This design comes from an exercise in tuning for small area on the open sky130 flow, not from production work. The RTL was checked by simulation tests, not by an equivalence proof against the original design. Power figures rest on the tool's default switching activity, not on a simulated workload.

### config.mk
export PLATFORM = sky130hd
export DESIGN_NAME = digital_clock_lcd
export DESIGN_NICKNAME = digital_clock_lcd
export VERILOG_FILES = /design/flow/design.v
export SDC_FILE = /design/flow/constraint.sdc
export NUM_CORES = 4
export LEC_CHECK = 0
export ABC_AREA = 1
export CAP_MARGIN = 20
export CORE_MARGIN = 2
export CORE_UTILIZATION = 40
export SLEW_MARGIN = 20
### constraint.sdc
create_clock -name core_clock -period 12.0 [get_ports {clk}]
set_input_delay 2.4000 -clock core_clock [delete_from_list [all_inputs] [get_ports {clk}]]
set_output_delay 2.4000 -clock core_clock [all_outputs]
set_load 0.01 [all_outputs]
### design.v
module digital_clock_lcd (
    input             clk,
    input             resetn,
    input             set_en,
    input      [11:0] set_year,
    input      [4:0]  set_month,
    input      [4:0]  set_day,
    input      [4:0]  set_hour,
    input      [5:0]  set_min,
    input      [5:0]  set_sec,
    output            lcd_e,
    output            lcd_rs,
    output            lcd_rw,
    output     [7:0]  lcd_data
);
    assign lcd_rw = 1'b0;
    reg [3:0] cb;
    reg [1:0] ca;
    wire cb9  = cb[3] & cb[0];
    wire tick = cb9 & ca[1] & ca[0];
    wire t0   = ~(cb[3] | cb[2] | cb[1] | cb[0] | ca[1] | ca[0]);
    always @(posedge clk or negedge resetn) begin
        if (!resetn) begin
            cb <= 4'd8; ca <= 2'd3;
        end else begin
            cb <= cb9 ? 4'd0 : cb + 4'd1;
            if (cb9) ca <= ca + 2'd1;
        end
    end
    assign lcd_e = ~ca[1] & ca[0];
    reg [7:0] sc;
    wire sctop = sc[7] & sc[6] & sc[5] & sc[4] & sc[3];
    wire sc249 = sctop & ~sc[2] & sc[0];
    wire adv   = t0 & sc249;
    always @(posedge clk or negedge resetn) begin
        if (!resetn) sc <= 8'hff;
        else if (t0) sc <= sc249 ? 8'd0 : sc + 8'd1;
    end
    reg [11:0] year;
    reg [3:0]  month;
    reg [4:0]  day;
    reg [4:0]  hour;
    reg [5:0]  min;
    reg [5:0]  sec;
    wire ws  = sec[5] & sec[4] & sec[3] & sec[1] & sec[0];      
    wire wm  = min[5] & min[4] & min[3] & min[1] & min[0];      
    wire wh  = hour[4] & hour[2] & hour[1] & hour[0];           
    wire m2  = ~month[3] & ~month[2] & month[1] & ~month[0];    
    wire m30 = (~month[3] & month[2] & ~month[0]) | (month[3] & month[0]);  
    wire d28 = day[4] & day[3] & day[2];
    wire d30 = d28 & day[1];
    wire d31 = d30 & day[0];
    wire wd  = m2 ? d28 : (m30 ? d30 : d31);
    wire wmo = month[3] & month[2];                             
    wire cs_ = adv;
    wire cm_ = cs_ & ws;
    wire ch_ = cm_ & wm;
    wire cd_ = ch_ & wh;
    wire co_ = cd_ & wd;
    wire cy_ = co_ & wmo;
    function [5:0] step6;
        input [5:0] v; input c; input w; input lo;
        integer i; reg k;
        begin
            k = c;
            for (i = 0; i < 6; i = i + 1) begin
                step6[i] = (v[i] ^ k) & ~(c & w);
                k = k & v[i];
            end
            step6[0] = step6[0] | (c & w & lo);
        end
    endfunction
    wire [5:0] ns  = step6(sec, cs_, ws, 1'b0);
    wire [5:0] nm  = step6(min, cm_, wm, 1'b0);
    wire [5:0] nh  = step6({1'b0, hour}, ch_, wh, 1'b0);
    wire [5:0] ndy = step6({1'b0, day}, cd_, wd, 1'b1);
    wire [5:0] nmo = step6({2'b0, month}, co_, wmo, 1'b1);
    reg  [11:0] ny;
    integer j; reg ky;
    always @* begin
        ky = cy_;
        for (j = 0; j < 12; j = j + 1) begin
            ny[j] = year[j] ^ ky;
            ky = ky & year[j];
        end
    end
    always @(posedge clk or negedge resetn) begin
        if (!resetn) begin
            year  <= 12'd2024;
            month <= 4'd1;
            day   <= 5'd1;
            hour  <= 5'd0;
            min   <= 6'd0;
            sec   <= 6'd0;
        end else if (set_en) begin
            year  <= set_year;
            month <= set_month[3:0];
            day   <= set_day;
            hour  <= set_hour;
            min   <= set_min;
            sec   <= set_sec;
        end else begin
            year  <= ny;
            month <= nmo[3:0];
            day   <= ndy[4:0];
            hour  <= nh[4:0];
            min   <= nm;
            sec   <= ns;
        end
    end
    reg       ln;
    reg [4:0] p;
    wire      pret = p[4] & ~p[3] & ~p[2] & ~p[1] & ~p[0];
    always @(posedge clk or negedge resetn) begin
        if (!resetn) begin
            ln <= 1'b0; p <= 5'd23;
        end else if (tick) begin
            if (pret) begin ln <= ~ln; p <= 5'd31; end
            else p <= p + 5'd1;
        end
    end
    function [3:0] add3;
        input [3:0] a;
        reg g;
        begin
            g = a[3] | (a[2] & (a[1] | a[0]));
            add3[3] = g;
            add3[2] = (a[3] & a[0]) | (a[2] & ~a[1] & ~a[0]);
            add3[1] = (a[3] & ~a[0]) | (~a[2] & a[1]) | (a[2] & a[1] & a[0]);
            add3[0] = a[0] ^ g;
        end
    endfunction
    function [15:0] bcd12;
        input [11:0] y;
        integer i;
        reg [27:0] s;
        begin
            s = {16'b0, y};
            for (i = 0; i < 12; i = i + 1) begin
                if (i >= 3) s[15:12] = add3(s[15:12]);
                if (i >= 6) s[19:16] = add3(s[19:16]);
                if (i >= 9) s[23:20] = add3(s[23:20]);
                s = s << 1;
            end
            bcd12 = s[27:12];
        end
    endfunction
    reg [11:0] cv;
    reg [1:0]  cs;
    always @* begin
        cv = 12'bx; cs = 2'bx;
        if (!ln) begin
            case (p)
                5'd31: begin cv = year; cs = 2'd3; end
                5'd0:  begin cv = year; cs = 2'd2; end
                5'd1:  begin cv = year; cs = 2'd1; end
                5'd2:  begin cv = year; cs = 2'd0; end
                5'd4:  begin cv = {8'd0, month}; cs = 2'd1; end
                5'd5:  begin cv = {8'd0, month}; cs = 2'd0; end
                5'd7:  begin cv = {7'd0, day}; cs = 2'd1; end
                5'd8:  begin cv = {7'd0, day}; cs = 2'd0; end
                default: ;
            endcase
        end else begin
            case (p)
                5'd31: begin cv = {7'd0, hour}; cs = 2'd1; end
                5'd0:  begin cv = {7'd0, hour}; cs = 2'd0; end
                5'd2:  begin cv = {6'd0, min}; cs = 2'd1; end
                5'd3:  begin cv = {6'd0, min}; cs = 2'd0; end
                5'd5:  begin cv = {6'd0, sec}; cs = 2'd1; end
                5'd6:  begin cv = {6'd0, sec}; cs = 2'd0; end
                default: ;
            endcase
        end
    end
    wire [15:0] cbcd = bcd12(cv);
    wire [3:0]  nd = cbcd[cs*4 +: 4];
    reg [3:0] dreg;
    always @(posedge clk) begin
        if (tick) dreg <= nd;
    end
    reg [7:0] od;
    always @* begin
        od = 8'h00;
        if (!p[4]) begin
            if (!ln) begin
                case (p[3:0])
                    4'd0, 4'd1, 4'd2, 4'd3, 4'd5, 4'd6, 4'd8, 4'd9: od = {4'h3, dreg};
                    4'd4, 4'd7: od = 8'h2F;
                    default: od = 8'h20;
                endcase
            end else begin
                case (p[3:0])
                    4'd0, 4'd1, 4'd3, 4'd4, 4'd6, 4'd7: od = {4'h3, dreg};
                    4'd2, 4'd5: od = 8'h3A;
                    default: od = 8'h20;
                endcase
            end
        end else begin
            case (p[3:0])
                4'd0:  od = 8'h02;
                4'd9:  od = 8'h38;
                4'd10: od = 8'h08;
                4'd11: od = 8'h01;
                4'd12: od = 8'h06;
                4'd13: od = 8'h0C;
                4'd14: od = 8'h02;
                4'd15: od = ln ? 8'hC0 : 8'h80;
                4'd7, 4'd8: od = 8'h00;
                default: od = 8'hxx;
            endcase
        end
    end
    assign lcd_rs   = ~p[4];
    assign lcd_data = od;
endmodule
### flow/run.sh
#!/bin/bash
# Own layout flow: the standard synthesis, then an area re-mapping of the
# combinational logic with ABC (registers untouched; several ABC scripts are
# tried and the smallest netlist is kept), then the standard ORFS layout with
# small port buffers and a small clock tree.
set -euo pipefail
W=$(pwd)
R=$W/orfs/results/${FLOW_PLATFORM}/digital_clock_lcd/base
LIB=$FLOW_HOME/platforms/${FLOW_PLATFORM}/lib/sky130_fd_sc_hd__tt_025C_1v80.lib
YOSYS=$(command -v yosys || echo $FLOW_HOME/../tools/install/yosys/bin/yosys)

bash standard.sh synth > $W/log_synth.txt 2>&1
cp $R/1_2_yosys.v $W/synth_standard.v

area_of() {
  $YOSYS -q -p "read_liberty -lib $LIB; read_verilog $1; hierarchy -top $FLOW_TOP; tee -q -o $1.stat stat -liberty $LIB" > /dev/null 2>&1 || return 1
  grep "Chip area" $1.stat | awk '{print $NF}'
}

for s in A B D F; do
  sed -e "s#@LIB@#$LIB#g" -e "s#@IN@#$W/synth_standard.v#g" -e "s#@OUT@#$W/synth_$s.v#g" \
      -e "s#@SCRIPT@#$W/flow/$s.abc#g" -e "s#@TOP@#$FLOW_TOP#g" $W/flow/reopt.ys > $W/reopt_$s.ys
  ( timeout 900 $YOSYS -s $W/reopt_$s.ys > $W/log_reopt_$s.txt 2>&1 || rm -f $W/synth_$s.v ) &
done
wait

best=$W/synth_standard.v
besta=$(area_of $best)
echo "standard $besta" > $W/log_pick.txt
for s in A B D F; do
  f=$W/synth_$s.v
  [[ -s $f ]] || { echo "$s failed" >> $W/log_pick.txt; continue; }
  a=$(area_of $f) || { echo "$s unreadable" >> $W/log_pick.txt; continue; }
  echo "$s $a" >> $W/log_pick.txt
  if awk -v a="$a" -v b="$besta" 'BEGIN{exit !(a < b)}'; then best=$f; besta=$a; fi
done
echo "picked $best $besta" >> $W/log_pick.txt

cp $best $R/1_2_yosys.v
rm -f $R/1_synth.odb $R/1_synth.sdc

bash standard.sh \
  BUFFER_PORTS_ARGS="-buffer_cell sky130_fd_sc_hd__buf_1" \
  CTS_ARGS="-sink_clustering_enable -repair_clock_nets -dont_use_dummy_load -buf_list sky130_fd_sc_hd__clkbuf_4 -root_buf sky130_fd_sc_hd__clkbuf_4 -sink_clustering_buffer sky130_fd_sc_hd__clkbuf_4 -sink_clustering_size 10" \
  finish > $W/log_layout.txt 2>&1
### flow/A.abc
strash
&get -n
&deepsyn -T 40
&put
dch -f
map -a
topo
dnsize
### flow/B.abc
strash
&get -n
&deepsyn -T 40
&nf -R 1000
&put
topo
dnsize
### flow/D.abc
strash
&get -n
&deepsyn -T 40
&dch -f
&nf -R 1000 -a
&put
topo
dnsize
### flow/F.abc
strash
&get -n
&deepsyn -T 40
&dch -f
&nf -R 1000 -a
&put
mfs3 -a
topo
dnsize
### flow/reopt.ys
read_liberty -ignore_miss_func @LIB@
read_verilog @IN@
hierarchy -top @TOP@
setattr -mod -set keep_hierarchy 1 sky130_fd_sc_hd__df* sky130_fd_sc_hd__edf*
flatten
opt -purge
abc -script @SCRIPT@ -liberty @LIB@ -dont_use *probe* -dont_use *lpflow*
select @TOP@
opt_clean -purge
hilomap -singleton -hicell sky130_fd_sc_hd__conb_1 HI -locell sky130_fd_sc_hd__conb_1 LO
splitnets
opt_clean -purge
write_verilog -noattr -noexpr -nohex -nodec -selected @OUT@
### standard.sh
#!/bin/bash
# synth_recipe.tcl (not shown) runs the flow's synth.tcl, then flattens the netlist and writes it again
# the make line also repeats each setting of config.mk as NAME=value (left out here)
make -C /OpenROAD-flow-scripts/flow DESIGN_CONFIG=/design/flow/config.mk WORK_HOME=/design/flow/orfs CLKGATE_MAP_FILE= SYNTH_SCRIPT=/design/flow/synth_recipe.tcl "${@:-finish}"
==> impl_results.md, run 1 <==
- Status: finished clean
- GRT Util Overall: ~18%
- CP max FO: 8
- Ant. Diodes: 0
- DR iter-0 viols: around 160
- CTS Buf Count: 9
- Site row count: 36
- GRT overflow: 0
- Total number of vias: between 3,000 and 4,000
- DP Wirelength: between 6 and 7 mm
- Min Tclk post-route: between 7000 and 8000 ps
- Worst reg2reg setup slack: 4300 ps
- Reg clk slew, reported paths: about 100 ps
- I/O pin total: 53
- HP Start: sc[3]
- TNS Setup: 0 ps
- Routed WL: roughly 9.6 mm
- Clk root buf: clkbuf_4
- Crit path DAT: 7960 ps
- Routability cong.: ~0.84
- First-pass GRT wire length: approximately 16 mm
- Drt via density: 5.433
- Final setup viols: 0
- P&R area growth vs syn: 11.16%
- Number of routed nets with antenna violations: 0
- Crit path kind: reg2reg
- Syn Inst Count: between 500 and 600
- H-Tree Depth: 3
- Worst slew pin tran: 763.0 ps
- Syn avg cell area: between 7 and 8 um^2
- Final setup skew: between 30 and 40 ps
- Worst setup margin: about 4300 ps
- CTS tree: built
- Peak Freq: 129.9 MHz
- Syn nets: 558
- Worst slack at placement: 4335 ps
- Yosys Warn Count: 1
- Reg2reg start: p[3]
- Initial antenna violation count: 0
- Full die area: 10,990 um^2
- Longest Clk Path Bufs: 2
- Mapped Area: between 4000 and 5000 um^2
- Reg-to-Reg End: dreg[2]
- Vias in the first global route: approximately 3,700
- Startpoint Class: register
- CP most frequent cell: nand2_1
- Final #Nets: roughly 620
- TritonCTS Sinks: 62
- Final Slew Violations: 0
- Residual DRC count: 0
- CP required: approximately 12,000 ps
- Post-CTS Resized: 0
- Initial Utilization: between 40% and 50%
- Max stage delay on crit path: between 600 and 700 ps
- Placeable Area: ~10000 um^2
- Worst-skew pair later-pin latency: roughly 420 ps
- Post-CTS Setup Bufs: 0
- Worst hold path type: reg2reg
- DR WL/cell: about 13 um
- Final period util: around 64%
- Crit end category: register
- Drt first pass iters: 5
- Largest net degree at the start of global routing: 64
- Final Hold Violating Endpoints: 0
- Number of fill cells: 1,050
- Slowest-stage cell, CP: nor3_1
- Power Density: roughly 160 nW/um^2
- Max Cap Violations: 0
- RSZ-0062 raised after global routing: no
- Layout cells sized above 1: under 10%
- P_leak: 1.804 nW
- Cts hold-fix bufs: 0
- Worst R2R Path Depth: 36
- Maximum VDD drop: 80.08 uV
- Die X: 104.9 um
- Rel. slew slack: about half
- DIE HEIGHT: around 100 um
- Port bufs: 50
- Hold path cells: 2
- Hold worst-path end: sc[3]
==> critical path, delay by kind of cell, from the launching register on <==
| family | cells | cell delay, ps |
|---|---|---|
| DFF | 1 | 480 |
| xor gates and xnor gates | 5 | 1200 |
| and+or+nand+nor | 20 | 3310 |
| AOI/OAI and AO/OA | 9 | 2200 |
| buffers and inverters | 2 | 400 |
==> per-stage QoR <==
| stage | utilization (%) | instances | instance area [um^2] | hold slack [ps] | power (mW) |
|---|---|---|---|---|---|
| after floorplan | - | 516 | 4069 | 486.6 | 0.5440 |
| after global placement | 45.37 | 703 | 4456 | 498.1 | 0.5981 |
| after detailed placement | 45.37 | 703 | 4456 | 500.3 | 0.6072 |
| after CTS | 46.06 | 712 | 4523 | 516.1 | 0.7126 |
| after global routing | 46.06 | 712 | 4523 | 549.6 | 0.7795 |
| final | 46.06 | 712 | 4523 | 513.5 | 0.7078 |
==> per-layer routing <==
layer | part of all wire [%] | vias to the layer above | track usage (%)
met5 | 0 | - | 0
met4 | 1.5 | 0 | 5.905
met3 | 4.6 | 15 | 3.431
met2 | 45 | 81 | 29.64
met1 | 48 | 1787 | 23.85
li1 | - | 1985 | -
==> final cells by class <==
cell class                      count  area [um^2]  area share, %
Sequential cell                    62         1602          35.41
Clock buffer                        9        67.56          1.494
Timing Repair Buffer               54        220.2          4.869
Tap cell                          133        166.4          3.679
Multi-Input combinational cell    433         2389          52.81
Inverter                           21        78.83          1.743
==> how the worst max path moves through the flow <==
stage                     start      end
final                      p[3]  dreg[2]
after global routing       p[3]  dreg[2]
after CTS                  p[3]  dreg[2]
after detailed placement   p[3]  dreg[2]
after global placement     p[3]  dreg[2]
after floorplan            p[3]  dreg[0]
==> power breakdown <==
group	switching, mW	total [mW]	leakage (nW)	internal, mW
Clock	0.0693	0.104	0.0414	0.0348
Sequential	0.0136	0.251	0.703	0.237
Combinational	0.207	0.353	1.06	0.146
Total	0.290	0.708	1.80	0.418
==> flip-flops by register name, indices dropped and copies added, names as in the netlist, 5 cells and up <==
signal	count
year	12
sec	6
p	5
day	5
sc	8
min	6
hour	5
==> cells in the final DEF (no fill, tap or decap), types with 2 or more instances in the layout <==
cell type / n
a22o_1: 7
a21oi_1: 63
and4_1: 3
o21a_1: 6
o21ai_0: 34
buf_4: 4
o22ai_1: 8
o211ai_1: 2
buf_1: 48
nor2b_1: 6
o21bai_1: 2
nor2_1: 61
nand3_1: 8
nor4_1: 3
a31oi_1: 5
nor3_1: 8
o31ai_1: 18
nand2_1: 90
nand4_1: 3
a21o_1: 3
edfxtp_1: 4
and3_1: 15
xor2_1: 7
clkbuf_2: 2
and2_0: 14
a22oi_1: 10
clkbuf_4: 9
o221ai_1: 3
clkinv_1: 21
a211oi_1: 3
xnor2_1: 17
or2_0: 7
dfstp_2: 24
nand2b_1: 13
dfrtp_1: 34
==> run 2: changes to the inputs <==
--- a/flow/run.sh
+++ b/flow/run.sh
@@ -43,3 +43,3 @@
   BUFFER_PORTS_ARGS="-buffer_cell sky130_fd_sc_hd__buf_1" \
-  CTS_ARGS="-sink_clustering_enable -repair_clock_nets -dont_use_dummy_load -buf_list sky130_fd_sc_hd__clkbuf_4 -root_buf sky130_fd_sc_hd__clkbuf_4 -sink_clustering_buffer sky130_fd_sc_hd__clkbuf_4 -sink_clustering_size 10" \
+  CTS_ARGS="-sink_clustering_enable -repair_clock_nets -dont_use_dummy_load -buf_list sky130_fd_sc_hd__clkbuf_4 -root_buf sky130_fd_sc_hd__clkbuf_8 -sink_clustering_size 10" \
   finish > $W/log_layout.txt 2>&1
==> run 2 against run 1 <==
  * Utilization increased by 0.57 points
  * Critical path depth unchanged
  * Worst setup slack got worse by 46 ps
  * Via count decreased by 0.16%
  * Clock skew decreased by 18 ps
  * Routed wire length increased by 0.59%
  * Fmax decreased by 0.59%
  * Design area increased by 1.2%
  * Cell count unchanged
  * Power increased by 5.2%
  * Clock power increased by 35%
  * Register-to-register slack got worse by 50 ps
  * Critical path type unchanged
  * Largest power group unchanged
  * Highest routed layer unchanged
==> impl_results.md, run 2 <==
- GR Util met3: 4.117% (was 3.431%)
- DP Area: 4456 um^2 (unchanged)
- GRT overflow: 0 (unchanged)
- Status: finished clean (unchanged)
- Sequential power share: 33.7% (was 35.4%)
- Most common cell after layout, fill and taps aside: nand2_1 (unchanged)
- Routed WL: 9.626 mm (was 9.570 mm)
- TNS Setup: 0 ps (unchanged)
- Most frequent cells in the layout: nand2_1 (90), a21oi_1 (63), nor2_1 (61), buf_1 (48) (unchanged)
- Met2 Track Usage GR: 30.15% (was 29.64%)
- Crit end category: register (unchanged)
- Largest net degree at the start of global routing: 64 (unchanged)
- Final std cell area, no fill: 4579 um^2 (was 4523 um^2)
- Int Power: 0.4499 mW (was 0.4178 mW)
- CTS tree: built (unchanged)
- Min Tclk post-route: 7747 ps (was 7701 ps)
- Biggest regs: year: 12 flops, sc: 8 flops (unchanged)
- Port bufs: 50 (unchanged)
- Drt via density: 5.424 (was 5.433)
- Worst hold path type: reg2reg (unchanged)
- Final setup viols: 0 (unchanged)
- Syn avg cell area: 7.885 um^2 (unchanged)
- P_leak: 1.828 nW (was 1.804 nW)
- CP required: 12,190 ps (was 12,260 ps)
- RSZ-0062 raised after global routing: no (unchanged)
- Reg clk slew, reported paths: 70 ps (was 100 ps)
- Ant. Diodes: 0 (unchanged)
- Max reg flops: 12 (unchanged)
- Placeable Area: 9819 um^2 (unchanged)
- P&R area growth vs syn: 12.55% (was 11.16%)
- Cts hold-fix bufs: 0 (unchanged)
- GRT Util Overall: 18.13% (was 18.01%)
- Worst slew pin tran: 801.6 ps (was 763.0 ps)
- Post-CTS Resized: 0 (unchanged)
- I/O pin total: 53 (unchanged)
- Post-CTS Setup Bufs: 0 (unchanged)
- Worst setup margin: 4253 ps (was 4299 ps)
- Residual DRC count: 0 (unchanged)
- Power Density: 162.5 nW/um^2 (was 156.5 nW/um^2)
- Initial antenna violation count: 0 (unchanged)
- Layout cells sized above 1: 6.908% (unchanged)
- Syn nets: 558 (unchanged)
- Full die area: 10,990 um^2 (unchanged)
- Clk root buf: clkbuf_8 (was clkbuf_4)
- Sw Pwr: 0.2944 mW (was 0.2900 mW)
- Final Slew Violations: 0 (unchanged)
- Peak Freq: 129.1 MHz (was 129.9 MHz)
- GR Layer Usage met1: 23.85% (unchanged)
- Number of routed nets with antenna violations: 0 (unchanged)
- DP Wirelength: 6.976 mm (unchanged)
- Maximum VDD drop: 79.99 uV (was 80.08 uV)
- DIE HEIGHT: 104.9 um (unchanged)
- Final #Nets: 623 (unchanged)
- Final period util: 64.56% (was 64.18%)
- TritonCTS Sinks: 62 (unchanged)
- Rel. slew slack: 46.15% (was 48.74%)
- Crit path kind: reg2reg (unchanged)
- Drt first pass iters: 4 (was 5)
- Worst reg2reg setup slack: 4250 ps (was 4300 ps)
- Utilization after layout: 46.64% (was 46.06%)
- Routability cong.: 0.8377 (unchanged)
- Slowest-stage cell, CP: nor3_1 (unchanged)
- Yosys Warn Count: 1 (unchanged)
- Sw frac: 39.55% (was 40.97%)
- Final Hold Violating Endpoints: 0 (unchanged)
- CP most frequent cell: nand2_1 (unchanged)
- Largest Register: year (unchanged)
- Die X: 104.9 um (unchanged)
- Comb pwr share: 47.4% (was 49.9%)
- Worst slack at placement: 4335 ps (unchanged)
- Syn Inst Count: 516 (unchanged)
- Worst-skew pair later-pin latency: 340 ps (was 420 ps)
- Part of the power in the clock network: 18.9% (was 14.7%)
- CP max FO: 8 (unchanged)
- First-pass GRT wire length: 16.53 mm (was 16.42 mm)
- Max stage delay on crit path: 650 ps (was 620 ps)
- Initial Utilization: 41.44% (unchanged)
- CTS Buf Count: 9 (unchanged)
- GRT busiest layer: met2 (unchanged)
- DR WL/cell: 13.52 um (was 13.44 um)
- Longest Clk Path Bufs: 2 (unchanged)
- Crit path DAT: 7940 ps (was 7960 ps)
- Total number of vias: 3,862 (was 3,868)
- Max Cap Violations: 0 (unchanged)
- Startpoint Class: register (unchanged)
- DR iter-0 viols: 150 (was 162)
- H-Tree Depth: 3 (unchanged)
- Final setup skew: 19.82 ps (was 37.99 ps)
- Site row count: 36 (unchanged)
- Mapped Area: 4069 um^2 (unchanged)
- Vias in the first global route: 3,689 (was 3,685)
[run 2: per-stage QoR]
| step | instances | hold slack (ps) | total power [mW] |
|---|---|---|---|
| 6_report | 712 | 508.9 | 0.7443 |
| 5_1_grt | 712 | 543.6 | 0.8171 |
| 4_1_cts | 712 | 511.3 | 0.7502 |
| 3_5_place_dp | 703 | 500.3 | 0.6072 |
| 3_3_place_gp | 703 | 498.1 | 0.5981 |
| 2_1_floorplan | 516 | 486.6 | 0.5440 |
[run 2: worst paths after layout]
path | startpoint | endpoint | depth (start not counted)
max | p[3] | dreg[2] | 36
min | sc[3] | sc[3] | 2
min reg2reg | sc[3] | sc[3] | 2
min in group asynchronous | resetn | month[3] | 2
max in group asynchronous | resetn | p[3] | 2
max reg2reg | p[3] | dreg[2] | 36
[run 2: final cells by class]
type                            count  area, um^2
Clock buffer                        9       123.9
Fill cell                        1042        5240
Inverter                           21       78.83
Multi-Input combinational cell    433        2389
Sequential cell                    62        1602
Tap cell                          133       166.4
Timing Repair Buffer               54       220.2
[run 2: layer usage]
metal	routed length (um)	part of all wire (%)	vias up
li1	-	-	1983
met2	4406	46	94
met4	102	1.1	0
met1	4596	48	1772
met3	520	5.4	13
met5	0	0	-
[run 2: worst max-delay path, delay by kind of cell, from the launching register on]
| kind | cells | cell delay (ps) |
|---|---|---|
| AND/OR/NAND/NOR | 20 | 3330 |
| flip-flops | 1 | 470 |
| XOR/XNOR | 5 | 1210 |
| buffers and inverters | 2 | 400 |
| AO/OA/AOI/OAI | 9 | 2200 |
[run 2: power by group through the flow]
stage	logic, mW	registers [mW]	clock network (mW)
2_1_floorplan	0.294	0.250	0
3_3_place_gp	0.344	0.254	0
3_5_place_dp	0.353	0.254	0
4_1_cts	0.355	0.251	0.145
5_1_grt	0.411	0.253	0.153
6_report	0.353	0.251	0.140
==> run 3: changes to the inputs <==
--- a/design.v
+++ b/design.v
@@ -18,11 +18,12 @@
     reg [1:0] ca;
-    wire cb9  = cb[3] & cb[0];
-    wire tick = cb9 & ca[1] & ca[0];
-    wire t0   = ~(cb[3] | cb[2] | cb[1] | cb[0] | ca[1] | ca[0]);
+    wire cbw  = cb[3] & cb[2] & cb[1] & cb[0];
+    wire tick = cbw & ca[1] & ca[0];
+    wire t0   = ~cb[3] & cb[2] & cb[1] & ~cb[0] & ~ca[1] & ~ca[0];
+    wire [3:0] cbi = cb + 4'd1;
     always @(posedge clk or negedge resetn) begin
         if (!resetn) begin
-            cb <= 4'd8; ca <= 2'd3;
+            cb <= 4'd14; ca <= 2'd3;
         end else begin
-            cb <= cb9 ? 4'd0 : cb + 4'd1;
-            if (cb9) ca <= ca + 2'd1;
+            cb <= {cbi[3], cbi[2] | cbw, cbi[1] | cbw, cbi[0]};
+            if (cbw) ca <= ca + 2'd1;
         end
@@ -31,8 +32,8 @@
     reg [7:0] sc;
-    wire sctop = sc[7] & sc[6] & sc[5] & sc[4] & sc[3];
-    wire sc249 = sctop & ~sc[2] & sc[0];
-    wire adv   = t0 & sc249;
-    always @(posedge clk or negedge resetn) begin
-        if (!resetn) sc <= 8'hff;
-        else if (t0) sc <= sc249 ? 8'd0 : sc + 8'd1;
+    wire [8:0] sci = {1'b0, sc} + 9'd1;
+    wire scw = sci[8];                  
+    wire adv = t0 & scw;
+    always @(posedge clk or negedge resetn) begin
+        if (!resetn) sc <= 8'd5;
+        else if (t0) sc <= {sci[7:3], sci[2] | scw, sci[1] | scw, sci[0]};
     end
@@ -147,30 +148,17 @@
     endfunction
-    reg [11:0] cv;
-    reg [1:0]  cs;
-    always @* begin
-        cv = 12'bx; cs = 2'bx;
-        if (!ln) begin
-            case (p)
-                5'd31: begin cv = year; cs = 2'd3; end
-                5'd0:  begin cv = year; cs = 2'd2; end
-                5'd1:  begin cv = year; cs = 2'd1; end
-                5'd2:  begin cv = year; cs = 2'd0; end
-                5'd4:  begin cv = {8'd0, month}; cs = 2'd1; end
-                5'd5:  begin cv = {8'd0, month}; cs = 2'd0; end
-                5'd7:  begin cv = {7'd0, day}; cs = 2'd1; end
-                5'd8:  begin cv = {7'd0, day}; cs = 2'd0; end
-                default: ;
-            endcase
-        end else begin
-            case (p)
-                5'd31: begin cv = {7'd0, hour}; cs = 2'd1; end
-                5'd0:  begin cv = {7'd0, hour}; cs = 2'd0; end
-                5'd2:  begin cv = {6'd0, min}; cs = 2'd1; end
-                5'd3:  begin cv = {6'd0, min}; cs = 2'd0; end
-                5'd5:  begin cv = {6'd0, sec}; cs = 2'd1; end
-                5'd6:  begin cv = {6'd0, sec}; cs = 2'd0; end
-                default: ;
-            endcase
-        end
-    end
+    wire pa = p[4];
+    wire [3:0] q = p[3:0];
+    wire sY  = ~ln & (pa | (~q[3] & ~q[2]));
+    wire sMo = ~ln & ~pa & q[2] & ~q[1];
+    wire sD  = ~ln & ~pa & (q[3] | (q[2] & q[1]));
+    wire sH  =  ln & (pa | (~q[2] & ~q[1]));
+    wire sMi =  ln & ~pa & ~q[2] & q[1];
+    wire sS  =  ln & ~pa & q[2];
+    wire [11:0] cv = ({12{sY}} & year) | ({12{sMo}} & {8'd0, month}) | ({12{sD}} & {7'd0, day})
+                   | ({12{sH}} & {7'd0, hour}) | ({12{sMi}} & {6'd0, min}) | ({12{sS}} & {6'd0, sec});
+    wire tY = pa ? 1'b1 : (~q[1] & ~q[0]);             
+    wire uY = pa ? 1'b1 : (~q[1] & q[0]);
+    wire t0l = ~q[3] & ~(q[1] ^ q[0]);                  
+    wire t1l = pa | (q[1] & ~q[0] & ~q[2]) | (q[2] & q[0]);  
+    wire [1:0] cs = sY ? {tY, uY} : {1'b0, ln ? t1l : t0l};
     wire [15:0] cbcd = bcd12(cv);
--- a/flow/run.sh
+++ b/flow/run.sh
@@ -19,3 +19,3 @@
 
-for s in A B D F; do
+for s in B D J N; do
   sed -e "s#@LIB@#$LIB#g" -e "s#@IN@#$W/synth_standard.v#g" -e "s#@OUT@#$W/synth_$s.v#g" \
@@ -29,3 +29,3 @@
 echo "standard $besta" > $W/log_pick.txt
-for s in A B D F; do
+for s in B D J N; do
   f=$W/synth_$s.v
@@ -43,3 +43,3 @@
   BUFFER_PORTS_ARGS="-buffer_cell sky130_fd_sc_hd__buf_1" \
-  CTS_ARGS="-sink_clustering_enable -repair_clock_nets -dont_use_dummy_load -buf_list sky130_fd_sc_hd__clkbuf_4 -root_buf sky130_fd_sc_hd__clkbuf_8 -sink_clustering_size 10" \
+  CTS_ARGS="-sink_clustering_enable -repair_clock_nets -dont_use_dummy_load -buf_list sky130_fd_sc_hd__clkbuf_8 -root_buf sky130_fd_sc_hd__clkbuf_8 -sink_clustering_buffer sky130_fd_sc_hd__clkbuf_8 -sink_clustering_size 16" \
   finish > $W/log_layout.txt 2>&1
==> flow/J.abc (new file) <==
strash
&get -n
&deepsyn -T 40 -S 7
&dch -f
&nf -R 1000 -a
&put
topo
dnsize
==> flow/N.abc (new file) <==
strash
&get -n
&deepsyn -T 40
&dch -f
&nf -R 1000 -a -p
&put
topo
dnsize
removed: flow/A.abc
removed: flow/F.abc
==> run 3 against run 2 <==
  * Sequential cell count is the same
  * Sequential share of layout area grew 0.47 points
  * Clock skew shrank 1.3 ps
  * Highest routed layer unchanged
  * Fmax shrank 3.4%
  * Worst setup slack lost 270 ps
  * Utilization shrank 0.34 points
  * Via count shrank 2.5%
  * First-iteration DRC count grew 11%
  * Still clean
  * Critical path type unchanged
==> impl_results.md, run 3 <==
- Drt first pass iters: 6 (was 4)
- Crit path DAT: 8100 ps (was 7940 ps)
- Ant. Diodes: 0 (unchanged)
- Placeable Area: 9729 um^2 (was 9819 um^2)
- Max stage delay on crit path: 680 ps (was 650 ps)
- Min Tclk post-route: 8021 ps (was 7747 ps)
- Worst hold path type: reg2reg (unchanged)
- Largest Register: year (unchanged)
- Worst setup endpoint: dreg[2] (unchanged)
- Cts hold-fix bufs: 0 (unchanged)
- Startpoint Class: register (unchanged)
- Vias in the first global route: 3,541 (was 3,689)
- Syn nets: 530 (was 558)
- Drt via density: 5.511 (was 5.424)
- Routability cong.: 0.8546 (was 0.8377)
- Reg2reg start: p[2] (was p[3])
- Worst slew pin tran: 728.0 ps (was 801.6 ps)
- P&R area growth vs syn: 12.57% (was 12.55%)
- DR iter-0 viols: 167 (was 150)
- Maximum VDD drop: 85.77 uV (was 79.99 uV)
- Worst-skew pair later-pin latency: 350 ps (was 340 ps)
- Clk root buf: clkbuf_8 (unchanged)
- Full die area: 10,820 um^2 (was 10,990 um^2)
- GRT Util Overall: 18.56% (was 18.13%)
- Peak Freq: 124.7 MHz (was 129.1 MHz)
- Longest Clk Path Bufs: 2 (unchanged)
- Layout cells sized above 1: 6.364% (was 6.908%)
- Final setup skew: 18.52 ps (was 19.82 ps)
- Final std cell area, no fill: 4504 um^2 (was 4579 um^2)
- P_leak: 1.854 nW (was 1.828 nW)
- Slowest-stage cell, CP: dfstp_2 (was nor3_1)
- Most frequent cells in the layout: nand2_1 (89), nor2_1 (51), buf_1 (48), a21oi_1 (46), dfrtp_1 (38) (was nand2_1 (90), a21oi_1 (63), nor2_1 (61), buf_1 (48))
- Final #Nets: 594 (was 623)
- Status: finished clean (unchanged)
- Hold Slack: 490.3 ps (was 508.9 ps)
- Die X: 104.0 um (was 104.9 um)
- DIE HEIGHT: 104.0 um (was 104.9 um)
- TNS Setup: 0 ps (unchanged)
- Biggest regs: year: 12 flops, sc: 8 flops (unchanged)
- Total number of vias: 3,764 (was 3,862)
- Largest net degree at the start of global routing: 63 (was 64)
- Yosys Warn Count: 1 (unchanged)
- Worst R2R Path Depth: 40 (was 36)
- Syn avg cell area: 8.199 um^2 (was 7.885 um^2)
- Reg-to-Reg End: dreg[2] (unchanged)
- First-pass GRT wire length: 16.53 mm (about the same)
- Final Slew Violations: 0 (unchanged)
- GRT overflow: 0 (unchanged)
- Max reg flops: 12 (unchanged)
- Port bufs: 50 (unchanged)
- I/O pin total: 53 (unchanged)
- CP Launch Point: p[2] (was p[3])
- Post-CTS Resized: 0 (unchanged)
- Routed WL: 9.633 mm (was 9.626 mm)
- CP most frequent cell: nor2_1 (was nand2_1)
- CP max FO: 15 (was 8)
- H-Tree Depth: 3 (unchanged)
- Reg clk slew, reported paths: 60 ps (was 70 ps)
- Power Density: 163.6 nW/um^2 (was 162.5 nW/um^2)
- Worst slack at placement: 4144 ps (was 4335 ps)
- DP Area: 4380 um^2 (was 4456 um^2)
- CTS tree: built (unchanged)
- Number of routed nets with antenna violations: 0 (unchanged)
- Post-CTS Setup Bufs: 0 (unchanged)
- Max Cap Violations: 0 (unchanged)
- Crit path kind: reg2reg (unchanged)
- TritonCTS Sinks: 62 (unchanged)
- CP required: 12,080 ps (was 12,190 ps)
- DP Wirelength: 7.086 mm (was 6.976 mm)
- RSZ-0062 raised after global routing: no (unchanged)
- Worst reg2reg setup slack: 3980 ps (was 4250 ps)
- Initial antenna violation count: 0 (unchanged)
- Rel. slew slack: 51.47% (was 46.15%)
- Syn Inst Count: 488 (was 516)
- Worst setup margin: 3979 ps (was 4253 ps)
- Initial Utilization: 41.13% (was 41.44%)
- CTS Buf Count: 9 (unchanged)
- Number of fill cells: 1,009 (was 1,042)
- Site row count: 36 (unchanged)
- Most common cell after layout, fill and taps aside: nand2_1 (unchanged)
- DR WL/cell: 14.10 um (was 13.52 um)
- Utilization after layout: 46.30% (was 46.64%)
- Residual DRC count: 0 (unchanged)
- Final Hold Violating Endpoints: 0 (unchanged)
- Mapped Area: 4001 um^2 (was 4069 um^2)
- Final setup viols: 0 (unchanged)
- Final period util: 66.84% (was 64.56%)
- Crit end category: register (unchanged)
-- run 3: how the worst min path moves through the flow --
stage / from / end / slack, ps / depth (start not counted)
floorplan: sc[7] / sc[7] / 450 / 2
global placement: sc[6] / sc[6] / 470 / 1
detailed placement: sc[7] / sc[7] / 480 / 2
CTS: sc[4] / sc[4] / 500 / 1
global route: sc[0] / sc[0] / 510 / 1
finish: sc[7] / sc[7] / 490 / 2
-- run 3: stage by stage --
stage / cells / total power [mW]
3_5_place_dp: 674 / 0.5963
3_3_place_gp: 674 / 0.5851
4_1_cts: 683 / 0.7379
2_1_floorplan: 488 / 0.5245
5_1_grt: 683 / 0.8014
6_report: 683 / 0.7370
-- run 3: critical path: cells and delay by family, from the launching register on --
family,cells,cell delay [ps]
compound gates,12,2750
simple gates,23,3340
mux,1,330
xor+xnor,2,450
buf+inv,2,180
flops,1,680
-- run 3: where the power goes --
group / total (mW) / switching (mW) / leakage [nW] / internal [mW]
Sequential: 0.250 / 0.0141 / 0.713 / 0.236
Clock: 0.141 / 0.0737 / 0.0647 / 0.0668
Combinational: 0.347 / 0.203 / 1.08 / 0.144
Total: 0.737 / 0.291 / 1.85 / 0.446
-- run 3: layout make-up --
cell class / instances / area (um^2) / share of cell area, %
timing repair buffer: 53 / 212.7 / 4.722
clock buffer: 9 / 123.9 / 2.750
tap: 133 / 166.4 / 3.694
sequential: 62 / 1597 / 35.44
inverter: 16 / 60.06 / 1.333
multi-input combinational: 410 / 2345 / 52.06
-- run 3: per-layer routing --
metal	global-route usage, %	vias up	part of all wire [%]
met2	29.75	95	45
met4	2.896	0	0.72
li1	-	1903	-
met5	0	-	0
met3	5.201	9	6.1
met1	25.54	1757	48
==> run 4: changes to the inputs <==
--- a/flow/run.sh
+++ b/flow/run.sh
@@ -43,3 +43,3 @@
   BUFFER_PORTS_ARGS="-buffer_cell sky130_fd_sc_hd__buf_1" \
-  CTS_ARGS="-sink_clustering_enable -repair_clock_nets -dont_use_dummy_load -buf_list sky130_fd_sc_hd__clkbuf_8 -root_buf sky130_fd_sc_hd__clkbuf_8 -sink_clustering_buffer sky130_fd_sc_hd__clkbuf_8 -sink_clustering_size 16" \
+  CTS_ARGS="-sink_clustering_enable -repair_clock_nets -dont_use_dummy_load -buf_list sky130_fd_sc_hd__clkbuf_4 -root_buf sky130_fd_sc_hd__clkbuf_4 -sink_clustering_buffer sky130_fd_sc_hd__clkbuf_4 -sink_clustering_size 8 -sink_clustering_max_diameter 60" \
   finish > $W/log_layout.txt 2>&1
==> run 4 against run 3 <==
  * Critical endpoint unchanged
  * Routed wire length increased by 0.45%
  * Design area fell by 1.2%
  * Still clean
  * Sequential cell count is the same
  * Count of clock-buffer cells in the layout did not move
  * Global-route usage is essentially flat
  * First-iteration DRC count increased by 19%
  * Power down 5.0%
  * Die area is the same
  * Fmax up 0.14%
==> impl_results.md, run 4 <==
- Hold worst-path end: sc[7] (unchanged)
- Final setup viols: 0 (unchanged)
- Number of fill cells: 1,020 (was 1,009)
- Longest Clk Path Bufs: 2 (unchanged)
- Worst-skew pair later-pin latency: 410 ps (was 350 ps)
- DR WL/cell: 14.17 um (was 14.10 um)
- Vias in the first global route: 3,539 (was 3,541)
- Crit path DAT: 8150 ps (was 8100 ps)
- Reg clk slew, reported paths: 100 ps (was 60 ps)
- Residual DRC count: 0 (unchanged)
- Layout cells sized above 1: 6.364% (unchanged)
- Max reg flops: 12 (unchanged)
- GR Util met3: 4.073% (was 5.201%)
- Port bufs: 50 (unchanged)
- Worst hold path type: reg2reg (unchanged)
- HP Start: sc[7] (unchanged)
- GRT overflow: 0 (unchanged)
- CTS Buf Count: 9 (unchanged)
- Startpoint Class: register (unchanged)
- Largest Register: year (unchanged)
- Rel. slew slack: 50.87% (was 51.47%)
- P&R area growth vs syn: 11.16% (was 12.57%)
- Ant. Diodes: 0 (unchanged)
- Full die area: 10,820 um^2 (unchanged)
- Slowest-stage cell, CP: dfstp_2 (unchanged)
- Number of routed nets with antenna violations: 0 (unchanged)
- Status: finished clean (unchanged)
- Placeable Area: 9729 um^2 (unchanged)
- Buffer and inverter count on the worst path: 2 (unchanged)
- TritonCTS Sinks: 62 (unchanged)
- RSZ-0062 raised after global routing: no (unchanged)
- DP Wirelength: 7.086 mm (unchanged)
- Reg-to-Reg End: dreg[2] (unchanged)
- Worst setup margin: 3990 ps (was 3979 ps)
- Final period util: 66.75% (was 66.84%)
- Most frequent cells in the layout: nand2_1 (89), nor2_1 (51), buf_1 (48), a21oi_1 (46), dfrtp_1 (38) (unchanged)
- Min Tclk post-route: 8010 ps (was 8021 ps)
- Cts hold-fix bufs: 0 (unchanged)
- Crit end category: register (unchanged)
- Worst reg2reg setup slack: 3990 ps (was 3980 ps)
- Post-CTS Resized: 0 (unchanged)
- Reg2reg start: p[2] (unchanged)
- CP required: 12,140 ps (was 12,080 ps)
- Final #Nets: 594 (unchanged)
- GRT busiest layer: met2 (unchanged)
- Largest net degree at the start of global routing: 63 (unchanged)
- DIE HEIGHT: 104.0 um (unchanged)
- Register area: 1597 um^2 (unchanged)
- DR iter-0 viols: 198 (was 167)
- Site row count: 36 (unchanged)
- Max Cap Violations: 0 (unchanged)
- Maximum VDD drop: 85.36 uV (was 85.77 uV)
- Crit path kind: reg2reg (unchanged)
- Multi-input gate area: 2345 um^2 (unchanged)
- GR Layer Usage met1: 25.54% (unchanged)
- Initial antenna violation count: 0 (unchanged)
- Drt via density: 5.505 (was 5.511)
- TNS Setup: 0 ps (unchanged)
- CP most frequent cell: nor2_1 (unchanged)
- Final Hold Violating Endpoints: 0 (unchanged)
- CP max FO: 15 (unchanged)
- Worst slack at placement: 4144 ps (unchanged)
- Clk root buf: clkbuf_4 (was clkbuf_8)
- Hold path cells: 2 (unchanged)
- Die X: 104.0 um (unchanged)
- Syn Inst Count: 488 (unchanged)
- Yosys Warn Count: 1 (unchanged)
- Final Slew Violations: 0 (unchanged)
- Max stage delay on crit path: 690 ps (was 680 ps)
- I/O pin total: 53 (unchanged)
- GRT Util Overall: 18.52% (was 18.56%)
- Most common cell after layout, fill and taps aside: nand2_1 (unchanged)
- Drt first pass iters: 6 (unchanged)
- Total number of vias: 3,760 (was 3,764)
- Initial Utilization: 41.13% (unchanged)
- Post-CTS Setup Bufs: 0 (unchanged)
- Routability cong.: 0.8546 (unchanged)
- Power Density: 157.4 nW/um^2 (was 163.6 nW/um^2)
- Syn nets: 530 (unchanged)
- Worst R2R Path Depth: 40 (unchanged)
- Peak Freq: 124.9 MHz (was 124.7 MHz)
- Mapped Area: 4001 um^2 (unchanged)
- Met2 Track Usage GR: 29.75% (unchanged)
- H-Tree Depth: 3 (unchanged)
- Final setup skew: 36.41 ps (was 18.52 ps)
- First-pass GRT wire length: 16.53 mm (about the same)
- Biggest regs: year: 12 flops, sc: 8 flops (unchanged)
- CTS tree: built (unchanged)
- Routed WL: 9.676 mm (was 9.633 mm)
- CP delay by family, top: simple AND/OR/NAND/NOR gates (unchanged)
- P_leak: 1.831 nW (was 1.854 nW)
- Worst slew pin tran: 731.3 ps (was 728.0 ps)
- Syn avg cell area: 8.199 um^2 (unchanged)
## run 4: how the worst max path moves through the flow
stage / startpoint / endpoint / slack, ps / depth (start not counted)
4_1_cts: p[2] / dreg[2] / 4090 / 40
5_1_grt: p[2] / dreg[1] / 3180 / 42
2_1_floorplan: p[4] / dreg[0] / 5140 / 37
3_3_place_gp: p[2] / dreg[2] / 4470 / 40
3_5_place_dp: p[2] / dreg[2] / 4140 / 40
6_report: p[2] / dreg[2] / 3990 / 40
## run 4: final cells by class
| class | instances | area share (%) |
|---|---|---|
| well taps | 133 | 3.741 |
| multi-input cells | 410 | 52.71 |
| clock buffers | 9 | 1.519 |
| repair buffers | 53 | 4.782 |
| flip-flops and latches | 62 | 35.89 |
| inverters | 16 | 1.350 |
## run 4: report_power, final
| part | total [mW] | switching, mW | internal, mW |
|---|---|---|---|
| clock network | 0.104 | 0.0694 | 0.0349 |
| registers | 0.249 | 0.0141 | 0.235 |
| logic | 0.347 | 0.203 | 0.144 |
## run 4: per-layer routing
metal | routed length (um) | part of all wire [%] | vias up
li1 | - | - | 1904
met1 | 4824 | 50 | 1762
met2 | 4293 | 44 | 83
met3 | 459 | 4.7 | 11
met4 | 97 | 1.0 | 0
met5 | 0 | 0 | -
## run 4: per-stage QoR
step                hold slack, ps  power, mW  std cells  util, %  instance area, um^2
CTS                          501.3     0.7017        683    45.72                 4448
detailed placement           481.1     0.5963        674    45.02                 4380
global placement             470.8     0.5851        674    45.02                 4380
floorplan                    454.5     0.5245        488        -                 4001
finish                       499.6     0.7002        683    45.72                 4448
global route                 516.3     0.7636        683    45.72                 4448
## run 4: worst register-to-register path, delay by kind of cell, from the launching register on
kind	cells	cell delay [ps]
and+or+nand+nor	23	3340
muxes	1	330
xor gates and xnor gates	2	450
DFF	1	690
buffers and inverters	2	180
AOI/OAI and AO/OA	12	2750
==> run 5: changes to the inputs <==
--- a/flow/run.sh
+++ b/flow/run.sh
@@ -43,3 +43,3 @@
   BUFFER_PORTS_ARGS="-buffer_cell sky130_fd_sc_hd__buf_1" \
-  CTS_ARGS="-sink_clustering_enable -repair_clock_nets -dont_use_dummy_load -buf_list sky130_fd_sc_hd__clkbuf_4 -root_buf sky130_fd_sc_hd__clkbuf_4 -sink_clustering_buffer sky130_fd_sc_hd__clkbuf_4 -sink_clustering_size 8 -sink_clustering_max_diameter 60" \
+  CTS_ARGS="-sink_clustering_enable -repair_clock_nets -dont_use_dummy_load -buf_list sky130_fd_sc_hd__clkbuf_4 -root_buf sky130_fd_sc_hd__clkbuf_4 -sink_clustering_buffer sky130_fd_sc_hd__clkbuf_4 -sink_clustering_size 10" \
   finish > $W/log_layout.txt 2>&1
--- a/config.mk
+++ b/config.mk
@@ -10,3 +10,3 @@
 export CORE_MARGIN = 2
-export CORE_UTILIZATION = 40
+export CORE_UTILIZATION = 60
 export SLEW_MARGIN = 20
==> run 5 against run 4 <==
  * Still clean
  * Die area decreased by 32%
  * Synthesized cell count unchanged
  * Sequential share of layout area increased by 0.57 points
  * Count of clock-buffer cells in the layout unchanged
  * Via count increased by 3.3%
  * Utilization increased by 23 points
  * Critical endpoint unchanged
  * Largest power group unchanged
  * Highest routed layer unchanged
==> impl_results.md, run 5 <==
- Status: finished clean (unchanged)
- Part of the power in the clock network: 14.8% (was 14.9%)
- Yosys Warn Count: 1 (unchanged)
- DP Wirelength: 6.669 mm (was 7.086 mm)
- H-Tree Depth: 3 (unchanged)
- Vias in the first global route: 3,577 (was 3,539)
- Crit path kind: reg2reg (unchanged)
- Sw Pwr: 0.2827 mW (was 0.2862 mW)
- CP max FO: 15 (unchanged)
- CP most frequent cell: nor2_1 (unchanged)
- Largest net degree at the start of global routing: 63 (unchanged)
- Most frequent cells in the layout: nand2_1 (89), nor2_1 (51), buf_1 (48), a21oi_1 (46), dfrtp_1 (38) (unchanged)
- P&R area growth vs syn: 9.412% (was 11.16%)
- Final Hold Violating Endpoints: 0 (unchanged)
- Worst hold path type: reg2reg (unchanged)
- Ant. Diodes: 0 (unchanged)
- Final period util: 66.36% (was 66.75%)
- Final Total Pwr: 0.6964 mW (was 0.7002 mW)
- Routed WL: 9.123 mm (was 9.676 mm)
- Worst setup margin: 4036 ps (was 3990 ps)
- DR iter-0 viols: 304 (was 198)
- Buffer and inverter count on the worst path: 2 (unchanged)
- Rel. slew slack: 51.46% (was 50.87%)
- Initial antenna violation count: 0 (unchanged)
- Worst slew pin tran: 722.6 ps (was 731.3 ps)
- Die X: 85.67 um (was 104.0 um)
- Port bufs: 50 (unchanged)
- TritonCTS Sinks: 62 (unchanged)
- Max reg flops: 12 (unchanged)
- Cts hold-fix bufs: 0 (unchanged)
- DP Cell Count: 618 (was 674)
- Final Slew Violations: 0 (unchanged)
- Crit end category: register (unchanged)
- Max Cap Violations: 0 (unchanged)
- Reg clk slew, reported paths: 100 ps (about the same)
- Min Tclk post-route: 7964 ps (was 8010 ps)
- Placeable Area: 6386 um^2 (was 9729 um^2)
- Worst-skew pair later-pin latency: 420 ps (was 410 ps)
- CTS tree: built (unchanged)
- Residual DRC count: 0 (unchanged)
- Total number of vias: 3,884 (was 3,760)
- DP Area: 4310 um^2 (was 4380 um^2)
- Drt via density: 6.195 (was 5.505)
- Final #Nets: 594 (unchanged)
- CTS Buf Count: 9 (unchanged)
- Routability cong.: 0.8402 (was 0.8546)
- CP delay by family, top: simple AND/OR/NAND/NOR gates (unchanged)
- Crit path DAT: 8110 ps (was 8150 ps)
- Post-CTS Resized: 0 (unchanged)
- Longest Clk Path Bufs: 2 (unchanged)
- Comb pwr share: 49.4% (was 49.5%)
- CP required: 12,150 ps (was 12,140 ps)
- First-pass GRT wire length: 15.66 mm (was 16.53 mm)
- Syn avg cell area: 8.199 um^2 (unchanged)
- TNS Setup: 0 ps (unchanged)
- Max stage delay on crit path: 680 ps (was 690 ps)
- Largest Register: year (unchanged)
- GRT overflow: 0 (unchanged)
- Final setup skew: 34.64 ps (was 36.41 ps)
- Int Power: 0.4138 mW (was 0.4140 mW)
- Peak Freq: 125.6 MHz (was 124.9 MHz)
- DIE HEIGHT: 85.67 um (was 104.0 um)
- Mapped Area: 4001 um^2 (unchanged)
- Clk root buf: clkbuf_4 (unchanged)
- Post-CTS Setup Bufs: 0 (unchanged)
- Sw frac: 40.59% (was 40.87%)
- Final setup viols: 0 (unchanged)
- Syn nets: 530 (unchanged)
- Site row count: 29 (was 36)
- Number of routed nets with antenna violations: 0 (unchanged)
- Slowest-stage cell, CP: dfstp_2 (unchanged)
- P_leak: 1.831 nW (unchanged)
- Maximum VDD drop: 119.5 uV (was 85.36 uV)
- GRT Util Overall: 26.44% (was 18.52%)
- I/O pin total: 53 (unchanged)
- Most common cell after layout, fill and taps aside: nand2_1 (unchanged)
- Biggest regs: year: 12 flops, sc: 8 flops (unchanged)
- Startpoint Class: register (unchanged)
- Initial Utilization: 62.66% (was 41.13%)
- Syn Inst Count: 488 (unchanged)
- RSZ-0062 raised after global routing: no (unchanged)
- Final std cell area, no fill: 4378 um^2 (was 4448 um^2)
- Worst slack at placement: 4197 ps (was 4144 ps)
- Number of fill cells: 534 (was 1,020)
- Power Density: 159.1 nW/um^2 (was 157.4 nW/um^2)
- Full die area: 7338 um^2 (was 10,820 um^2)
- Final cell count without fillers: 627 (was 683)
- DR WL/cell: 14.55 um (was 14.17 um)
- Layout cells sized above 1: 6.364% (unchanged)
- Drt first pass iters: 6 (unchanged)
- Sequential power share: 35.8% (was 35.6%)
-- run 5: cell counts in the layout (fill, tap and decap cells not counted) --
Identical to the previous run, type by type.
-- run 5: final timing paths --
| path | from | endpoint | slack, ps | cells past startpoint |
|---|---|---|---|---|
| min in group asynchronous | resetn | sc[4] | 2100 | 2 |
| worst min-delay path | sc[6] | sc[6] | 490 | 1 |
| worst max register to register | p[2] | dreg[2] | 4040 | 40 |
| max in group asynchronous | resetn | year[11] | 9380 | 2 |
| worst max-delay path | p[2] | dreg[2] | 4040 | 40 |
| worst min register to register | sc[6] | sc[6] | 490 | 1 |
-- run 5: layout make-up --
cell class	count	area (um^2)	area share, %
inverter	16	60.06	1.372
tap	77	96.34	2.201
timing repair buffer	53	212.7	4.859
sequential	62	1597	36.47
multi-input combinational	410	2345	53.56
clock buffer	9	67.56	1.543
-- run 5: power groups by stage --
stage          sequential, mW  clock (mW)  combinational (mW)
2_1_floorplan           0.249           0               0.276
3_3_place_gp            0.253           0               0.327
3_5_place_dp            0.253           0               0.341
4_1_cts                 0.249       0.105               0.342
5_1_grt                 0.252       0.112               0.386
6_report                0.249       0.103               0.344
-- run 5: worst reg2reg max path: cells and delay by family (launching register included) --
| kind | cells | cell delay, ps |
|---|---|---|
| xor gates and xnor gates | 2 | 470 |
| and+or+nand+nor | 23 | 3300 |
| muxes | 1 | 330 |
| AOI/OAI and AO/OA | 12 | 2730 |
| buffers and inverters | 2 | 190 |
| DFF | 1 | 680 |
-- run 5: per-layer routing --
| metal | vias to the layer above | track usage, % | wire (um) |
|---|---|---|---|
| li1 | 1912 | - | - |
| met1 | 1830 | 33.73 | 4082 |
| met2 | 126 | 45.03 | 4379 |
| met3 | 16 | 4.139 | 498 |
| met4 | 0 | 10.68 | 163 |
| met5 | - | 0 | 0 |
-- run 5: through the flow --
stage / util, % / hold slack (ps)
detailed placement: 67.50 / 478.6
global route: 68.55 / 514.7
CTS: 68.55 / 497.2
floorplan: - / 454.5
finish: 68.55 / 492.3
global placement: 67.50 / 467.9
==> run 6: changes to the inputs <==
--- a/config.mk
+++ b/config.mk
@@ -10,3 +10,3 @@
 export CORE_MARGIN = 2
-export CORE_UTILIZATION = 60
+export CORE_UTILIZATION = 40
 export SLEW_MARGIN = 20
==> run 6 against run 5 <==
  * Clock skew grew 1.8 ps
  * Design area is 1.6% higher
  * Still clean
  * Non-clock buffer count did not move
  * Synthesized cell count is the same
  * Sequential share of layout area fell by 0.57 points
  * Combinational power barely moved
  * Cell count is 8.9% higher
  * Count of clock-buffer cells in the layout is the same
  * Critical endpoint unchanged
  * Area after synthesis is the same
  * Global-route usage fell by 7.9 points
  * Die area rose by 47%
==> impl_results.md, run 6 <==
- Status: finished clean (unchanged)
- Worst slew pin tran: 731.3 ps (was 722.6 ps)
- CTS tree: built (unchanged)
- DP Wirelength: 7.086 mm (was 6.669 mm)
- H-Tree Depth: 3 (unchanged)
- Syn avg cell area: 8.199 um^2 (unchanged)
- Routability cong.: 0.8546 (was 0.8402)
- Initial Utilization: 41.13% (was 62.66%)
- Rel. slew slack: 50.87% (was 51.46%)
- Vias in the first global route: 3,539 (was 3,577)
- Number of routed nets with antenna violations: 0 (unchanged)
- Crit end category: register (unchanged)
- Cts hold-fix bufs: 0 (unchanged)
- Final setup viols: 0 (unchanged)
- Final setup skew: 36.41 ps (was 34.64 ps)
- Max reg flops: 12 (unchanged)
- CP delay by family, top: simple AND/OR/NAND/NOR gates (unchanged)
- Hold path cells: 2 (was 1)
- Reg-to-Reg End: dreg[2] (unchanged)
- Reg2reg start: p[2] (unchanged)
- GRT Util Overall: 18.52% (was 26.44%)
- Most common cell after layout, fill and taps aside: nand2_1 (unchanged)
- Worst setup margin: 3990 ps (was 4036 ps)
- Most frequent cells in the layout: nand2_1 (89), nor2_1 (51), buf_1 (48), a21oi_1 (46), dfrtp_1 (38) (unchanged)
- Largest Register: year (unchanged)
- Crit path kind: reg2reg (unchanged)
- Max Cap Violations: 0 (unchanged)
- Syn Inst Count: 488 (unchanged)
- TNS Setup: 0 ps (unchanged)
- Yosys Warn Count: 1 (unchanged)
- Routed WL: 9.676 mm (was 9.123 mm)
- Placeable Area: 9729 um^2 (was 6386 um^2)
- Worst reg2reg setup slack: 3990 ps (was 4040 ps)
- Worst slack at placement: 4144 ps (was 4197 ps)
- Buffer and inverter count on the worst path: 2 (unchanged)
- I/O pin total: 53 (unchanged)
- Port bufs: 50 (unchanged)
- Drt via density: 5.505 (was 6.195)
- Hold worst-path end: sc[7] (was sc[6])
- Largest net degree at the start of global routing: 63 (unchanged)
- CP most frequent cell: nor2_1 (unchanged)
- First-pass GRT wire length: 16.53 mm (was 15.66 mm)
- Utilization after layout: 45.72% (was 68.55%)
- Site row count: 36 (was 29)
- Mapped Area: 4001 um^2 (unchanged)
- Post-CTS Resized: 0 (unchanged)
- Post-CTS Setup Bufs: 0 (unchanged)
- Residual DRC count: 0 (unchanged)
- Final period util: 66.75% (was 66.36%)
- Ant. Diodes: 0 (unchanged)
- CP required: 12,140 ps (was 12,150 ps)
- Clk root buf: clkbuf_4 (unchanged)
- Initial antenna violation count: 0 (unchanged)
- P&R area growth vs syn: 11.16% (was 9.412%)
- Biggest regs: year: 12 flops, sc: 8 flops (unchanged)
- DIE HEIGHT: 104.0 um (was 85.67 um)
- HP Start: sc[7] (was sc[6])
- Die X: 104.0 um (was 85.67 um)
- Maximum VDD drop: 85.36 uV (was 119.5 uV)
- DR iter-0 viols: 198 (was 304)
- DR WL/cell: 14.17 um (was 14.55 um)
- Worst-skew pair later-pin latency: 410 ps (was 420 ps)
- Longest Clk Path Bufs: 2 (unchanged)
- Reg clk slew, reported paths: 100 ps (about the same)
- Final #Nets: 594 (unchanged)
- Full die area: 10,820 um^2 (was 7338 um^2)
- Min Tclk post-route: 8010 ps (was 7964 ps)
- Worst hold path type: reg2reg (unchanged)
- GRT overflow: 0 (unchanged)
- CP max FO: 15 (unchanged)
- Worst R2R Path Depth: 40 (unchanged)
- CTS Buf Count: 9 (unchanged)
- Syn nets: 530 (unchanged)
- TritonCTS Sinks: 62 (unchanged)
- Max stage delay on crit path: 690 ps (was 680 ps)
- Number of fill cells: 1,020 (was 534)
- Crit path DAT: 8150 ps (was 8110 ps)
- Hold Slack: 499.6 ps (was 492.3 ps)
- P_leak: 1.831 nW (unchanged)
- Final Slew Violations: 0 (unchanged)
- RSZ-0062 raised after global routing: no (unchanged)
- Total number of vias: 3,760 (was 3,884)
- Peak Freq: 124.9 MHz (was 125.6 MHz)
- Final Hold Violating Endpoints: 0 (unchanged)
- Slowest-stage cell, CP: dfstp_2 (unchanged)
- Layout cells sized above 1: 6.364% (unchanged)
- Drt first pass iters: 6 (unchanged)
- Power Density: 157.4 nW/um^2 (was 159.1 nW/um^2)
- Startpoint Class: register (unchanged)
## run 6: worst max path at each step
stage,cells after the start,slack (ps),start,to
after CTS,40,4090,p[2],dreg[2]
after floorplan,37,5140,p[4],dreg[0]
after global routing,42,3180,p[2],dreg[1]
after detailed placement,40,4140,p[2],dreg[2]
final,40,3990,p[2],dreg[2]
after global placement,40,4470,p[2],dreg[2]
## run 6: through the flow
step	instance area (um^2)	instances	power, mW
after floorplan	4001	488	0.5245
after global placement	4380	674	0.5851
after detailed placement	4380	674	0.5963
after CTS	4448	683	0.7017
after global routing	4448	683	0.7636
final	4448	683	0.7002
## run 6: tightest hold or removal path, stage by stage, from the launching register on
cell,delay (ps)
dfrtp_1,350
a21oi_1,40
nor2_1,70
## run 6: final cells by class
cell class / instances / area [um^2] / share of cell area, %
Clock buffer: 9 / 67.56 / 1.519
Inverter: 16 / 60.06 / 1.350
Multi-Input combinational cell: 410 / 2345 / 52.71
Sequential cell: 62 / 1597 / 35.89
Tap cell: 133 / 166.4 / 3.741
Timing Repair Buffer: 53 / 212.7 / 4.782
## run 6: report_power, final
| part | switching, mW | internal, mW | total, mW |
|---|---|---|---|
| sequential | 0.0141 | 0.235 | 0.249 |
| clock | 0.0694 | 0.0349 | 0.104 |
| combinational | 0.203 | 0.144 | 0.347 |
| total | 0.286 | 0.414 | 0.700 |
## run 6: per-layer routing
metal,up-vias,GRT usage [%],part of all wire [%]
met4,0,4.344,1.0
met3,11,4.073,4.7
met2,83,29.75,44
met1,1762,25.54,50
li1,1904,-,-
met5,-,0,0
==> run 7: changes to the inputs <==
--- a/flow/run.sh
+++ b/flow/run.sh
@@ -43,3 +43,3 @@
   BUFFER_PORTS_ARGS="-buffer_cell sky130_fd_sc_hd__buf_1" \
-  CTS_ARGS="-sink_clustering_enable -repair_clock_nets -dont_use_dummy_load -buf_list sky130_fd_sc_hd__clkbuf_4 -root_buf sky130_fd_sc_hd__clkbuf_4 -sink_clustering_buffer sky130_fd_sc_hd__clkbuf_4 -sink_clustering_size 10" \
+  CTS_ARGS="-sink_clustering_enable -repair_clock_nets -dont_use_dummy_load -buf_list sky130_fd_sc_hd__clkbuf_4 -root_buf sky130_fd_sc_hd__clkbuf_4 -sink_clustering_buffer sky130_fd_sc_hd__clkbuf_4 -sink_clustering_size 6 -sink_clustering_max_diameter 40" \
   finish > $W/log_layout.txt 2>&1
==> run 7 against run 6 <==
  * Non-clock buffer count unchanged
  * Worst hold slack unchanged
  * Routed wire length unchanged
  * Power unchanged
  * Global-route usage unchanged
  * Die area unchanged
  * Worst setup slack unchanged
  * First-iteration DRC count unchanged
  * Count of clock-buffer cells in the layout unchanged
  * Sequential power about the same
==> impl_results.md, run 7 <==
- DIE HEIGHT: 104.0 um (unchanged)
- Final Hold Violating Endpoints: 0 (unchanged)
- Rel. slew slack: 50.87% (unchanged)
- DR WL/cell: 14.17 um (unchanged)
- Number of routed nets with antenna violations: 0 (unchanged)
- Drt first pass iters: 6 (unchanged)
- Maximum VDD drop: 85.36 uV (unchanged)
- Slowest-stage cell, CP: dfstp_2 (unchanged)
- Crit end category: register (unchanged)
- Ant. Diodes: 0 (unchanged)
- Worst slew pin tran: 731.3 ps (unchanged)
- Initial Utilization: 41.13% (unchanged)
- Register area: 1597 um^2 (unchanged)
- Full die area: 10,820 um^2 (unchanged)
- Placeable Area: 9729 um^2 (unchanged)
- DP Wirelength: 7.086 mm (unchanged)
- Final Slew Violations: 0 (unchanged)
- Syn avg cell area: 8.199 um^2 (unchanged)
- Startpoint Class: register (unchanged)
- Final setup skew: 36.41 ps (unchanged)
- HP Start: sc[7] (unchanged)
- Clk root buf: clkbuf_4 (unchanged)
- CP delay by family, top: simple AND/OR/NAND/NOR gates (unchanged)
- Drt via density: 5.505 (unchanged)
- Cts hold-fix bufs: 0 (unchanged)
- H-Tree Depth: 3 (unchanged)
- Number of fill cells: 1,020 (unchanged)
- GRT Util Overall: 18.52% (unchanged)
- Post-CTS Setup Bufs: 0 (unchanged)
- Status: finished clean (unchanged)
- CP required: 12,140 ps (about the same)
- Crit path DAT: 8150 ps (about the same)
- RSZ-0062 raised after global routing: no (unchanged)
- Biggest regs: year: 12 flops, sc: 8 flops (unchanged)
- CTS Buf Count: 9 (unchanged)
- Total number of vias: 3,760 (unchanged)
- Power Density: 157.4 nW/um^2 (unchanged)
- Crit path kind: reg2reg (unchanged)
- Peak Freq: 124.9 MHz (unchanged)
- Syn nets: 530 (unchanged)
- Worst hold path type: reg2reg (unchanged)
- TNS Setup: 0 ps (unchanged)
- Largest Register: year (unchanged)
- Max stage delay on crit path: 690 ps (about the same)
- Site row count: 36 (unchanged)
- Syn Inst Count: 488 (unchanged)
- Max Cap Violations: 0 (unchanged)
- Final setup viols: 0 (unchanged)
- Max reg flops: 12 (unchanged)
- DP Area: 4380 um^2 (unchanged)
- Vias in the first global route: 3,539 (unchanged)
- Initial antenna violation count: 0 (unchanged)
- CP Launch Point: p[2] (unchanged)
- GRT overflow: 0 (unchanged)
- Residual DRC count: 0 (unchanged)
- Post-CTS Resized: 0 (unchanged)
- Multi-input gate area: 2345 um^2 (unchanged)
- Routability cong.: 0.8546 (unchanged)
- Buffer and inverter count on the worst path: 2 (unchanged)
- Most frequent cells in the layout: nand2_1 (89), nor2_1 (51), buf_1 (48), a21oi_1 (46), dfrtp_1 (38) (unchanged)
- P_leak: 1.831 nW (unchanged)
- CTS tree: built (unchanged)
- Yosys Warn Count: 1 (unchanged)
- Layout cells sized above 1: 6.364% (unchanged)
- Final period util: 66.75% (unchanged)
- Utilization after layout: 45.72% (unchanged)
- CP most frequent cell: nor2_1 (unchanged)
- Longest Clk Path Bufs: 2 (unchanged)
- Routed WL: 9.676 mm (unchanged)
- DR iter-0 viols: 198 (unchanged)
- Final std cell area, no fill: 4448 um^2 (unchanged)
- Reg clk slew, reported paths: 100 ps (about the same)
- Reg2reg start: p[2] (unchanged)
- Worst-skew pair later-pin latency: 410 ps (about the same)
- Port bufs: 50 (unchanged)
- I/O pin total: 53 (unchanged)
- Final #Nets: 594 (unchanged)
- P&R area growth vs syn: 11.16% (unchanged)
- Mapped Area: 4001 um^2 (unchanged)
- CP max FO: 15 (unchanged)
- Largest net degree at the start of global routing: 63 (unchanged)
- Die X: 104.0 um (unchanged)
- Most common cell after layout, fill and taps aside: nand2_1 (unchanged)
- TritonCTS Sinks: 62 (unchanged)
- Min Tclk post-route: 8010 ps (unchanged)
- First-pass GRT wire length: 16.53 mm (unchanged)
run 7: worst paths after layout:
path                             to  slack, ps  depth (start not counted)
max                         dreg[2]       3990                         40
min                           sc[7]        500                          2
max reg2reg                 dreg[2]       3990                         40
min reg2reg                   sc[7]        500                          2
max in group asynchronous  year[11]       9370                          2
min in group asynchronous     sc[1]       2120                          2
run 7: stage by stage:
stage / worst slack [ps] / std cells / hold slack, ps / total power, mW
2_1_floorplan: 5136 / 488 / 454.5 / 0.5245
4_1_cts: 4088 / 683 / 501.3 / 0.7017
3_5_place_dp: 4144 / 674 / 481.1 / 0.5963
5_1_grt: 3176 / 683 / 516.3 / 0.7636
6_report: 3990 / 683 / 499.6 / 0.7002
3_3_place_gp: 4468 / 674 / 470.8 / 0.5851
run 7: metal layers:
| layer | vias to the layer above | global-route usage (%) | share of wire (%) |
|---|---|---|---|
| li1 | 1904 | - | - |
| met1 | 1762 | 25.54 | 50 |
| met2 | 83 | 29.75 | 44 |
| met3 | 11 | 4.073 | 4.7 |
| met4 | 0 | 4.344 | 1.0 |
| met5 | - | 0 | 0 |
run 7: report_power, final:
group | switching (mW) | internal (mW) | total [mW]
registers | 0.0141 | 0.235 | 0.249
clock network | 0.0694 | 0.0349 | 0.104
logic | 0.203 | 0.144 | 0.347
run 7: cell type report:
cell class	instances	area share (%)
Inverter	16	1.350
Sequential cell	62	35.89
Timing Repair Buffer	53	4.782
Clock buffer	9	1.519
Tap cell	133	3.741
Multi-Input combinational cell	410	52.71
run 7: tightest hold or removal path, cell delays in order, from the launching register on:
cell     delay, ps
dfrtp_1        350
a21oi_1         40
nor2_1          70

Setup slack of run 7, layout unchanged: 3.990 ns with ideal ports, 3.990 ns with driving cells assumed (clock clkbuf_16, inputs buf_2), 3.990 ns with port delays also shifted by the 0.426 ns mid clock arrival.
